Context: an optimization exercise on an open-source flow, tuned for small area. The choices shown serve that exercise and are no tape-out recipe.
In this exercise RTL edits were held to simulation tests only and were not proved equivalent to the original.
Power and IR drop assume default switching activity.

Setup of job 8040:
// gen_fifo_ctrl_mult_ch_top
module gen_fifo_ctrl_mult_ch_top #(
   parameter           CH_N         =    8 ,  
   parameter           ADD_W        =    8 ,  
   parameter           DAT_W        =   32 ,  
   parameter           RQST_CRDT_N  =    8 ,  
   parameter bit [0:0] RR_ARB_OPT   = 1'b1 ,  
   parameter           DLY_USER2MEM =    0 ,  
   parameter           DLY_MEM2USER =    1 ,  
   localparam RQST_CRDT_W = $clog2(RQST_CRDT_N) + 1 ,  
   localparam CH_W        = $clog2(CH_N)            ,  
   localparam CNT_W       = ADD_W + 1                  
)(
   input  logic                              clk               ,  
   input  logic                              rst_n             ,  
   input  logic [CH_N-1:0][ADD_W       -1:0] cfg_vec_dat_base  ,  
   input  logic [CH_N-1:0][CNT_W       -1:0] cfg_vec_dat_size  ,  
   input  logic [CH_N-1:0][CNT_W       -1:0] cfg_vec_dat_af_th ,  
  ...
For scale: ~2100 cells after synthesis, about 200 flip-flops, roughly 16000 µm² of cells after synthesis.
==> flow/config.mk <==
export PLATFORM = sky130hd
export DESIGN_NAME = gen_fifo_ctrl_mult_ch_top
export DESIGN_NICKNAME = gen_fifo_ctrl_mult_ch_top
export VERILOG_FILES = /design/flow/design.v
export SDC_FILE = /design/flow/constraint.sdc
export NUM_CORES = 4
export LEC_CHECK = 0
export CAP_MARGIN = 20
export CORE_MARGIN = 2
export CORE_UTILIZATION = 40
export CTS_BUF_LIST = sky130_fd_sc_hd__clkbuf_4
export SLEW_MARGIN = 20
==> flow/constraint.sdc <==
create_clock -name core_clock -period 10.0 [get_ports {clk}]
set_input_delay 2.0000 -clock core_clock [delete_from_list [all_inputs] [get_ports {clk}]]
set_output_delay 2.0000 -clock core_clock [all_outputs]
set_load 0.01 [all_outputs]
standard.sh (not shown) runs the stock make flow with config.mk's settings and CLKGATE_MAP_FILE= SYNTH_SCRIPT=/design/flow/synth_recipe.tcl, a recipe that flattens the netlist after the stock synthesis.
==> flow/flow/run.sh <==
#!/bin/bash
# Standard ORFS flow (the standard.sh), with the I/O port buffers made
# from the smallest buffer cell instead of the default choice.
set -euo pipefail
export BUFFER_PORTS_ARGS="-buffer_cell sky130_fd_sc_hd__buf_1"
bash standard.sh > standard_flow.log 2>&1
Edits applied to the flow inputs when going from job 8040 to job 5732:
Settings: CTS_BUF_LIST removed (was sky130_fd_sc_hd__clkbuf_4); CORE_UTILIZATION changed from 40 to 25.
==> run summary <==
The non-clock buffer total of the final layout on job 5732 is in line with that on job 8040.
Fraction of power consumed by the clock network was higher in the run labelled job 5732.
Against job 8040, job 5732 comes in 22% lower on worst supply voltage drop on vdd.
Input-level comparison between job 1766 and job 5732:
Settings: DIE_AREA newly set to 0 0 200 200; CORE_UTILIZATION removed (was 25); CORE_MARGIN removed (was 2); CORE_AREA newly set to 2 2 198 198.
==> flow/flow/run.sh <==
#!/bin/bash
# Standard ORFS flow (the standard.sh) with:
#  - synthesis as standard (same ORFS synth.tcl and synth_recipe.tcl, so the
#    same registers and names), except that ABC maps with flow/abc_relaxed.script:
#    an area-oriented script (fraig, scorr, dc2, dch, then &nf with delay
#    relaxation -R 1000, followed by ORFS's usual buffering and sizing steps),
#    and with no separate adder mapping (ADDER_MAP_FILE empty), so that ABC
#    maps the adders together with the rest of the logic,
#  - I/O port buffers made from the smallest buffer cell,
#  - clock tree built from larger sink clusters and without dummy loads.
# Each step's full log is kept by ORFS under orfs/logs/; make's output goes to
# standard_flow.log in this folder.
set -euo pipefail
W=$PWD
mkdir -p "$W/mysyn"
# synth.tcl sourcing the modified preamble
sed "s|source \$::env(SCRIPTS_DIR)/synth_preamble.tcl|source $W/mysyn/synth_preamble.tcl|" \
  "$FLOW_HOME/scripts/synth.tcl" > "$W/mysyn/synth.tcl"
# preamble choosing the relaxed ABC script
sed "s|set abc_script \$::env(SCRIPTS_DIR)/abc_speed.script|set abc_script $W/flow/abc_relaxed.script|" \
  "$FLOW_HOME/scripts/synth_preamble.tcl" > "$W/mysyn/synth_preamble.tcl"
grep -q "abc_relaxed.script" "$W/mysyn/synth_preamble.tcl"
grep -q "mysyn/synth_preamble.tcl" "$W/mysyn/synth.tcl"
# The standard flow's synthesis script, sourcing the modified synth.tcl
sed "s|source \$::env(SCRIPTS_DIR)/synth.tcl|source $W/mysyn/synth.tcl|" \
  "$W/synth_recipe.tcl" > "$W/mysyn/synth_recipe.tcl"
grep -q "mysyn/synth.tcl" "$W/mysyn/synth_recipe.tcl"
# The standard.sh with that synthesis script
sed "s|SYNTH_SCRIPT=[^ ]*|SYNTH_SCRIPT=$W/mysyn/synth_recipe.tcl|" "$W/standard.sh" > "$W/mysyn/standard.sh"
grep -q "mysyn/synth_recipe.tcl" "$W/mysyn/standard.sh"
export ADDER_MAP_FILE=
export BUFFER_PORTS_ARGS="-buffer_cell sky130_fd_sc_hd__buf_1"
export CTS_ARGS="-sink_clustering_enable -repair_clock_nets -buf_list sky130_fd_sc_hd__clkbuf_8 -sink_clustering_size 14 -sink_clustering_max_diameter 60 -dont_use_dummy_load"
bash "$W/mysyn/standard.sh" > standard_flow.log 2>&1
==> flow/flow/abc_relaxed.script (new file) <==
strash
&get -n
&fraig -x
&put
scorr
dc2
strash
&get -n
&dch -f
&nf -R 1000 -F 8 -C 32
&put
buffer -c
topo
stime -c
upsize -c
dnsize -c
Notes after the runs:
- Going from job 5732 to job 1766, the fmax was found to have gone up by 0.53%.
- Job 5732 has higher count of clock buffers in the final design than job 1766.
- Job 1766 vs job 5732 — HPWL after detailed placement dropped by more than 10%
- As far as number of sinks driven by the clock tree goes, job 1766 and job 5732 are indistinguishable; the numbers are identical.
- Between job 5732 and job 1766, the overall routing resource usage is lower for job 5732.
- Start point of the critical path = usr_in_ch_num[1]: job 5732; start point of the critical path = usr_in_ch_num[2]: job 1766
- Relative to job 5732, setup slack after placement has increased by 0.14 ns in job 1766.
- Relative to job 5732, the overall power measured on job 1766 has decreased by more than 10%.
- Synthesized-area fraction occupied by and/or/nand/nor cells for job 1766: 7.7 points down relative to job 5732
- Against job 5732, job 1766 comes in 0.51 points lower on share of the clock period used by the worst path after layout.
Input changes introduced in job 4652 (baseline for comparison: job 1766):
Settings: changing CAP_MARGIN from 20 to 5; removing CORE_AREA (formerly 2 2 198 198); setting CORE_UTILIZATION to 40 for the first time; setting CORE_MARGIN to 2 for the first time; removing DIE_AREA (formerly 0 0 200 200); changing SLEW_MARGIN from 20 to 5.
==> flow/flow/run.sh <==
#!/bin/bash
# Standard ORFS flow (the standard.sh) with:
#  - I/O port buffers made from the smallest buffer cell,
#  - clock tree built from larger sink clusters and without dummy loads.
set -euo pipefail
export BUFFER_PORTS_ARGS="-buffer_cell sky130_fd_sc_hd__buf_1"
export CTS_ARGS="-sink_clustering_enable -repair_clock_nets -buf_list sky130_fd_sc_hd__clkbuf_8 -sink_clustering_size 14 -sink_clustering_max_diameter 60 -dont_use_dummy_load"
bash standard.sh > standard_flow.log 2>&1
removed: flow/flow/abc_relaxed.script
Notes after the runs:
- Comparing job 1766 and job 4652, the higher global-route wire length before repair is on job 4652.
- Relative to job 1766, the floorplan row count measured on job 4652 has increased slightly.
- From job 1766 to job 4652 the numbers moved as follows: count of cell instances traversed by the critical path down 3.8%; final critical delay including setup and external delays increased 0.10 ns; vertical extent of the die moved up; starting density of the core rose 4.8 points.
- In the tables for job 1766 and job 4652, relative area of non-clock buffer cells in the final design reads lower with job 4652.
- Against job 1766, design area in job 4652 came out worse.
- | via count | job 4652 vs job 1766 | worse |
Relative to job 4652, the following input files were edited for job 5414:
==> flow/flow/run.sh <==
#!/bin/bash
# Standard ORFS flow (the standard.sh) with:
#  - synthesis as standard (same ORFS synth.tcl and synth_recipe.tcl, so the
#    same registers and names), except that ABC maps with flow/abc_relaxed.script:
#    ORFS's abc_speed.script with a delay relaxation on &nf (-R 1000) for area,
#  - I/O port buffers made from the smallest buffer cell,
#  - clock tree built from larger sink clusters and without dummy loads.
# Each step's full log is kept by ORFS under orfs/logs/; make's output goes to
# standard_flow.log in this folder.
set -euo pipefail
W=$PWD
mkdir -p "$W/mysyn"
# synth.tcl sourcing the modified preamble
sed "s|source \$::env(SCRIPTS_DIR)/synth_preamble.tcl|source $W/mysyn/synth_preamble.tcl|" \
  "$FLOW_HOME/scripts/synth.tcl" > "$W/mysyn/synth.tcl"
# preamble choosing the relaxed ABC script
sed "s|set abc_script \$::env(SCRIPTS_DIR)/abc_speed.script|set abc_script $W/flow/abc_relaxed.script|" \
  "$FLOW_HOME/scripts/synth_preamble.tcl" > "$W/mysyn/synth_preamble.tcl"
grep -q "abc_relaxed.script" "$W/mysyn/synth_preamble.tcl"
grep -q "mysyn/synth_preamble.tcl" "$W/mysyn/synth.tcl"
# The standard flow's synthesis script, sourcing the modified synth.tcl
sed "s|source \$::env(SCRIPTS_DIR)/synth.tcl|source $W/mysyn/synth.tcl|" \
  "$W/synth_recipe.tcl" > "$W/mysyn/synth_recipe.tcl"
grep -q "mysyn/synth.tcl" "$W/mysyn/synth_recipe.tcl"
# The standard.sh with that synthesis script
sed "s|SYNTH_SCRIPT=[^ ]*|SYNTH_SCRIPT=$W/mysyn/synth_recipe.tcl|" "$W/standard.sh" > "$W/mysyn/standard.sh"
grep -q "mysyn/synth_recipe.tcl" "$W/mysyn/standard.sh"
export BUFFER_PORTS_ARGS="-buffer_cell sky130_fd_sc_hd__buf_1"
export CTS_ARGS="-sink_clustering_enable -repair_clock_nets -buf_list sky130_fd_sc_hd__clkbuf_8 -sink_clustering_size 14 -sink_clustering_max_diameter 60 -dont_use_dummy_load"
bash "$W/mysyn/standard.sh" > standard_flow.log 2>&1
==> flow/flow/abc_relaxed.script (new file) <==
&get -n
&st
&dch
&nf -R 1000
&st
&syn2
&if -g -K 6
&synch2
&nf -R 1000
&st
&syn2
&if -g -K 6
&synch2
&nf -R 1000
&st
&syn2
&if -g -K 6
&synch2
&nf -R 1000
&st
&syn2
&if -g -K 6
&synch2
&nf -R 1000
&st
&syn2
&if -g -K 6
&synch2
&nf -R 1000
&put
buffer -c
topo
stime -c
upsize -c
dnsize -c
--- outcome ---
| via count | job 5414 vs job 4652 | 2028 lower |. Worst hold slack: job 5414 vs job 4652 up 0.027 ns. Summary — total power density per cell area, job 5414 relative to job 4652: higher, by 5.0%. | total clock buffers created by CTS | lower: job 4652 |. Comparing job 5414 and job 4652, the lower first-pass GRT wire length is on job 5414. Compare job 5414 and job 4652 | portion of the layout cell area used by non-clock buffers lower: job 5414. Compared with job 4652, job 5414 is hungrier on power. NOTE routed wire length job 4652->job 5414 decreased by more than 10%. [job 5414] non-clock inverter count in the final layout fell about 7% relative to job 4652. In job 5414, the worst endpoint data arrival time came out 0.12 ns below the value in job 4652. Diff job 5414 and job 4652: share of total power in the clock network higher in job 5414.
Input changes introduced in job 6612 (baseline for comparison: job 5414):
--- a/flow/flow/run.sh
+++ b/flow/flow/run.sh
@@ -3,5 +3,6 @@
 #  - synthesis as standard (same ORFS synth.tcl and synth_recipe.tcl, so the
 #    same registers and names), except that ABC maps with flow/abc_relaxed.script:
-#    ORFS's abc_speed.script with a delay relaxation on &nf (-R 1000) for area,
+#    an area-oriented script (fraig, scorr, dc2, dch, &nf -R 1000, then ORFS.s
+#    buffering and sizing steps),
 #  - I/O port buffers made from the smallest buffer cell,
 #  - clock tree built from larger sink clusters and without dummy loads.
==> flow/flow/abc_relaxed.script <==
strash
&get -n
&fraig -x
&put
scorr
dc2
strash
&get -n
&dch -f
&nf -R 1000
&put
buffer -c
topo
stime -c
upsize -c
dnsize -c
### Flow results
- Job 6612 did not run to completion, as it errored out during I/O pin placement.
- Changes observed in job 6612 relative to job 5414: xor/xnor cell area share of the yosys netlist decreased 1.1 points, post-synthesis share of cell area spent on full adders, half adders and majority gates fell 1.2 points.
- In the metrics for job 6612 and job 5414, the one carrying the lower number of distinct library cell variants in the gate-level netlist after synthesis is job 6612.
- Against job 5414, job 6612 reports a register area share after synthesis that is higher.
- Compared with job 5414, in job 6612 count of flip-flops with a built-in enable after synthesis held steady, number of placement rows decreased by 2 relative to the old numbers, proportion of synthesized area in mux cells lost 3.5 points, gate count after technology mapping now sits lower, average instance area after synthesis rose by 1.0%.
- When the final numbers for job 6612 and job 5414 were put side by side, the area fraction in compound gates after synthesis turned out to be smaller in job 5414.
- Netlist area before placement in job 6612 is about 7% below job 5414.

## re-timing with driven ports
In the flow no input, the clock included, has a driving cell. The finished layouts below were timed again as built, in two steps. Step 1, drivers: a clkbuf_16 drives clk and a buf_2 each remaining input, both assumed. Step 2, shift: input delay + t, output delay - t, t = (earliest + latest rising clock arrival at the registers) / 2. This alone moves slack from input paths to output paths. a / b / c = ideal ports / drivers / drivers and shift; a / b = the first two.
| run | shift t [ns] | setup WS [ns] | worst setup path at the end | worst data-port slew with drivers (ns) |
|---|---|---|---|---|
| job 8040 | 0.769 | 0.275 / 0.201 / 0.201 | input to output | 0.29 |
| job 5732 | 0.601 | 0.301 / 0.279 / 0.279 | input to output | 0.25 |
| job 1766 | 0.574 | 0.352 / 0.302 / 0.302 | input to output | 0.32 |
| job 4652 | 0.589 | 0.249 / 0.167 / 0.167 | input to output | 0.30 |
| job 5414 | 0.594 | 0.375 / 0.355 / 0.355 | input to output | 0.25 |
After both steps setup and hold are still met in every run listed. The setup slack of job 4652, which loses most, moves by -0.082 ns with the drivers and by -0.082 ns with both steps.
